From an optimization exercise on the open Yosys and OpenROAD flow, aimed at small area, a short achievable clock period and few clock cycles per item; shortcuts taken in it are not production practice.
The RTL was checked by simulation tests, not by an equivalence proof against the original design.

run 1:
// neuron_top
module neuron_top (
    input  logic         clk,
    input  logic         rst_n,
    input  logic [511:0] in_vec,
    input  logic [255:0] weights_vec,
    input  logic [31:0]  bias,
    output logic [31:0]  out,
    output logic         done
);
Size in the first run: roughly 5,500 cells after synthesis, about 260 flip-flops, about 60,000 sq um of cells after synthesis.
==> flow/config.mk <==
export PLATFORM = sky130hd
export DESIGN_NAME = neuron_top
export DESIGN_NICKNAME = neuron_top
export VERILOG_FILES = /design/flow/design.v
export SDC_FILE = /design/flow/constraint.sdc
export NUM_CORES = 4
export LEC_CHECK = 0
export CAP_MARGIN = 20
export CORE_MARGIN = 2
export CORE_UTILIZATION = 50
export SLEW_MARGIN = 20
export SYNTH_HIERARCHICAL = 1
==> flow/constraint.sdc <==
create_clock -name core_clock -period 12.0 [get_ports {clk}]
set_input_delay 2.4000 -clock core_clock [delete_from_list [all_inputs] [get_ports {clk}]]
set_output_delay 2.4000 -clock core_clock [all_outputs]
set_load 0.01 [all_outputs]
standard.sh (not shown) runs the stock make flow with config.mk's settings and CLKGATE_MAP_FILE= SYNTH_SCRIPT=/design/flow/synth_recipe.tcl, a recipe that flattens the netlist after the stock synthesis.
==> flow/flow/run.sh <==
#!/bin/bash
set -euo pipefail
export BUFFER_PORTS_ARGS="-buffer_cell sky130_fd_sc_hd__buf_1"
export SETUP_SLACK_MARGIN=5.3
bash standard.sh synth > flow_synth.log 2>&1
bash standard.sh finish > flow_finish.log 2>&1
Testbench counts of run 1, summed over its fixed seeds: cycles 3,840, items 960.
#### Input delta (run 2 over run 1)
diff --git a/flow/flow/run.sh b/flow/flow/run.sh
--- a/flow/flow/run.sh
+++ b/flow/flow/run.sh
@@ -3 +3 @@
-export BUFFER_PORTS_ARGS="-buffer_cell sky130_fd_sc_hd__buf_1"
+export BUFFER_PORTS_ARGS="-buffer_cell sky130_fd_sc_hd__buf_2"
Findings:
Run 2 and run 1 ended up with nearly the same clock buffer and inverter area fraction after layout.
Run 2 gives less post-DP HPWL than run 1 did.
Looking at start point of the critical path, the u_neuron.a0_q[28] result is from run 2; the u_neuron.a0_q[6] one comes from run 1.
From run 1 to run 2 the numbers moved as follows: setup slack went up, worst hold slack level, via count closely matched the old numbers.
### run 2 -> run 3
- a change of CAP_MARGIN from 20 to 10
- a change of SLEW_MARGIN from 20 to 10
diff --git a/flow/flow/run.sh b/flow/flow/run.sh
--- a/flow/flow/run.sh
+++ b/flow/flow/run.sh
@@ -3 +3 @@
-export BUFFER_PORTS_ARGS="-buffer_cell sky130_fd_sc_hd__buf_2"
+export BUFFER_PORTS_ARGS="-buffer_cell sky130_fd_sc_hd__buf_1"
## What came out
- Distinct cell type count after synthesis: run 3 vs run 2 identical
- Against run 2 as the reference, run 3 delivers a higher count of plain and timing-repair buffers in the layout.
- ~same die area in run 3 and run 2
- Diff run 2 -> run 3: layout overhead on the synthesized area shows a reduction of 0.73 points, design area shows a reduction of about 0.65%, via count shows an increase of 234.
- Run comparison: run 2 cell with the largest stage delay on the worst path o21ai_0; run 3 cell with the largest stage delay on the worst path fa_1
What run 4 does differently from run 3 at the input level:
- putting SETUP_SLACK_MARGIN at 5 where nothing was set
- swapping 10 for 20 in SLEW_MARGIN
- swapping 10 for 20 in CAP_MARGIN
==> flow/flow/run.sh <==
#!/bin/bash
# Own layout flow: the standard flow (standard.sh, unchanged synthesis and
# steps), except that the port buffers are plain buffers
# (sky130_fd_sc_hd__buf_2) rather than the delay buffers that buffer_ports
# picks by itself.  Each step's full output goes to a log file here.
set -euo pipefail
export BUFFER_PORTS_ARGS="-buffer_cell sky130_fd_sc_hd__buf_2"
bash standard.sh synth > flow_synth.log 2>&1
bash standard.sh finish > flow_finish.log 2>&1
Results
- Detailed route, run 4 vs run 3: via total lower for run 4
- Run 4 — initial DRC count 280 higher, run 3 as reference
- No stage failed in run 4, and the final checks on the layout all came back clean.
- Diff run 3 -> run 4: wire length of the first global-routing pass has decreased, maximum frequency has increased.
- Global-route usage: run 3 and run 4 compared, higher one is run 3
- The lower core utilization of run 3 and run 4 is in run 3.
- Run 4 against run 3: post-layout instance count excluding filler cells held; number of cells on the worst hold path went up 1.
- The placed cell count of run 4 and that of run 3 are within noise of each other.
- Compared to run 3, run 4 has count of clock-buffer cells in the layout 9 higher.


neuron_top, a different RTL version from the one above (not shown whole).
clock: 12.0 ns
lec_check: 0
cap_margin: 20
core_margin: 2
core_utilization: 50
setup_slack_margin: 5
slew_margin: 20
synth_hierarchical: 1
==> flow/flow/run.sh <==
#!/bin/bash
# Own layout flow: the standard flow (standard.sh, unchanged synthesis and
# steps), except that the port buffers are plain buffers
# (sky130_fd_sc_hd__buf_2) rather than the delay buffers that buffer_ports
# picks by itself.  Each step's full output goes to a log file here.
set -euo pipefail
export BUFFER_PORTS_ARGS="-buffer_cell sky130_fd_sc_hd__buf_2"
bash standard.sh synth > flow_synth.log 2>&1
bash standard.sh finish > flow_finish.log 2>&1
Testbench counts at the start, summed over its fixed seeds: cycles 7,680, items 960.
Next try:
==> flow/flow/run.sh (replaced) <==
#!/bin/bash
set -euo pipefail
export BUFFER_PORTS_ARGS="-buffer_cell sky130_fd_sc_hd__buf_2"
export SETUP_SLACK_MARGIN=5.8
bash standard.sh synth > flow_synth.log 2>&1
bash standard.sh finish > flow_finish.log 2>&1
--- a/flow/config.mk
+++ b/flow/config.mk
@@ -10,3 +10,2 @@
 export CORE_UTILIZATION = 50
-export SETUP_SLACK_MARGIN = 5
 export SLEW_MARGIN = 20
Effect: Cell count grows slightly. Global-route usage grows by 0.39 points. Register-to-register slack is better by 0.14 ns. Cell area grows slightly.


neuron_top, a different RTL version from the one above (not shown whole).
Size in the first run: about 5700 cells after synthesis, ~260 flip-flops, roughly 62000 sq um of cells after synthesis.
## neuron_top
module neuron_top (
    input  logic         clk,
    input  logic         rst_n,
    input  logic [511:0] in_vec,
    input  logic [255:0] weights_vec,
    input  logic [31:0]  bias,
    output logic [31:0]  out,
    output logic         done
);
Settings: LEC_CHECK=0, CAP_MARGIN=20, CORE_MARGIN=2, CORE_UTILIZATION=50, SLEW_MARGIN=20, SYNTH_HIERARCHICAL=1; clock period 12.0 ns.
==> flow/flow/run.sh <==
#!/bin/bash
set -euo pipefail
export BUFFER_PORTS_ARGS="-buffer_cell sky130_fd_sc_hd__buf_2"
export SETUP_SLACK_MARGIN=5.6
bash standard.sh synth > flow_synth.log 2>&1
bash standard.sh finish > flow_finish.log 2>&1
The first run finished with timing, DRC and antenna clean.
Testbench counts at the start, summed over its fixed seeds: cycles 3,840, items 960.
Next try:
==> flow/flow/run.sh (replaced) <==
#!/bin/bash
# Own layout flow: the standard flow (standard.sh, unchanged synthesis and
# steps), except that the port buffers are plain buffers
# (sky130_fd_sc_hd__buf_2) rather than the delay buffers that buffer_ports
# picks by itself.  Each step's full output goes to a log file here.
set -euo pipefail
export BUFFER_PORTS_ARGS="-buffer_cell sky130_fd_sc_hd__buf_2"
bash standard.sh synth > flow_synth.log 2>&1
bash standard.sh finish > flow_finish.log 2>&1
Settings changed: SETUP_SLACK_MARGIN set to 5.
Result: Area after synthesis stays the same. Routed wire length is about the same.

[port drivers added, routing unchanged]
In the flow no input, the clock included, has a driving cell. The finished layouts below were timed again as built, in two steps.
Step 1: set_driving_cell puts a clkbuf_16 on clk and a buf_2 on each other input, an assumption about the parent block.
Step 2 adds t to the input delays and takes it off the output delays; t is the mean of the earliest and latest rising clock arrival at the registers after step 1. Input paths then give back, and output paths get back, about the clock's delay inside the block.
Three values: no drivers, after step 1, after step 2; two values: the first two.
run	t, ns	setup slack, ns	worst hold slack (ns)	worst setup path after step 2	cell pins on the clock port's net
run 1	0.696	4.849 / 4.766 / 4.622	0.535 / 0.535 / 0.535	input to register	1
run 2	0.686	4.926 / 4.840 / 4.629	0.532 / 0.532 / 0.532	input to register	1
run 3	0.700	4.855 / 4.769 / 4.600	0.536 / 0.536 / 0.536	input to register	1
run 4	0.689	4.907 / 4.824 / 4.384	0.533 / 0.533 / 0.533	input to register	1
the first run of note 2	0.571	5.059 / 4.993 / 5.093	0.382 / 0.382 / 0.382	input to register	1
the second run of note 2	0.574	5.695 / 5.629 / 5.241	0.379 / 0.379 / 0.379	input to register	1
the first run of note 3	0.715	4.957 / 4.876 / 4.814	0.584 / 0.584 / 0.584	input to register	1
the second run of note 3	0.698	5.049 / 4.964 / 4.482	0.594 / 0.594 / 0.594	input to register	1
After both steps every run listed still meets setup and hold. The setup slack of the second run of note 3, which loses most, moves by -0.085 ns with the drivers and by -0.567 ns with both steps.
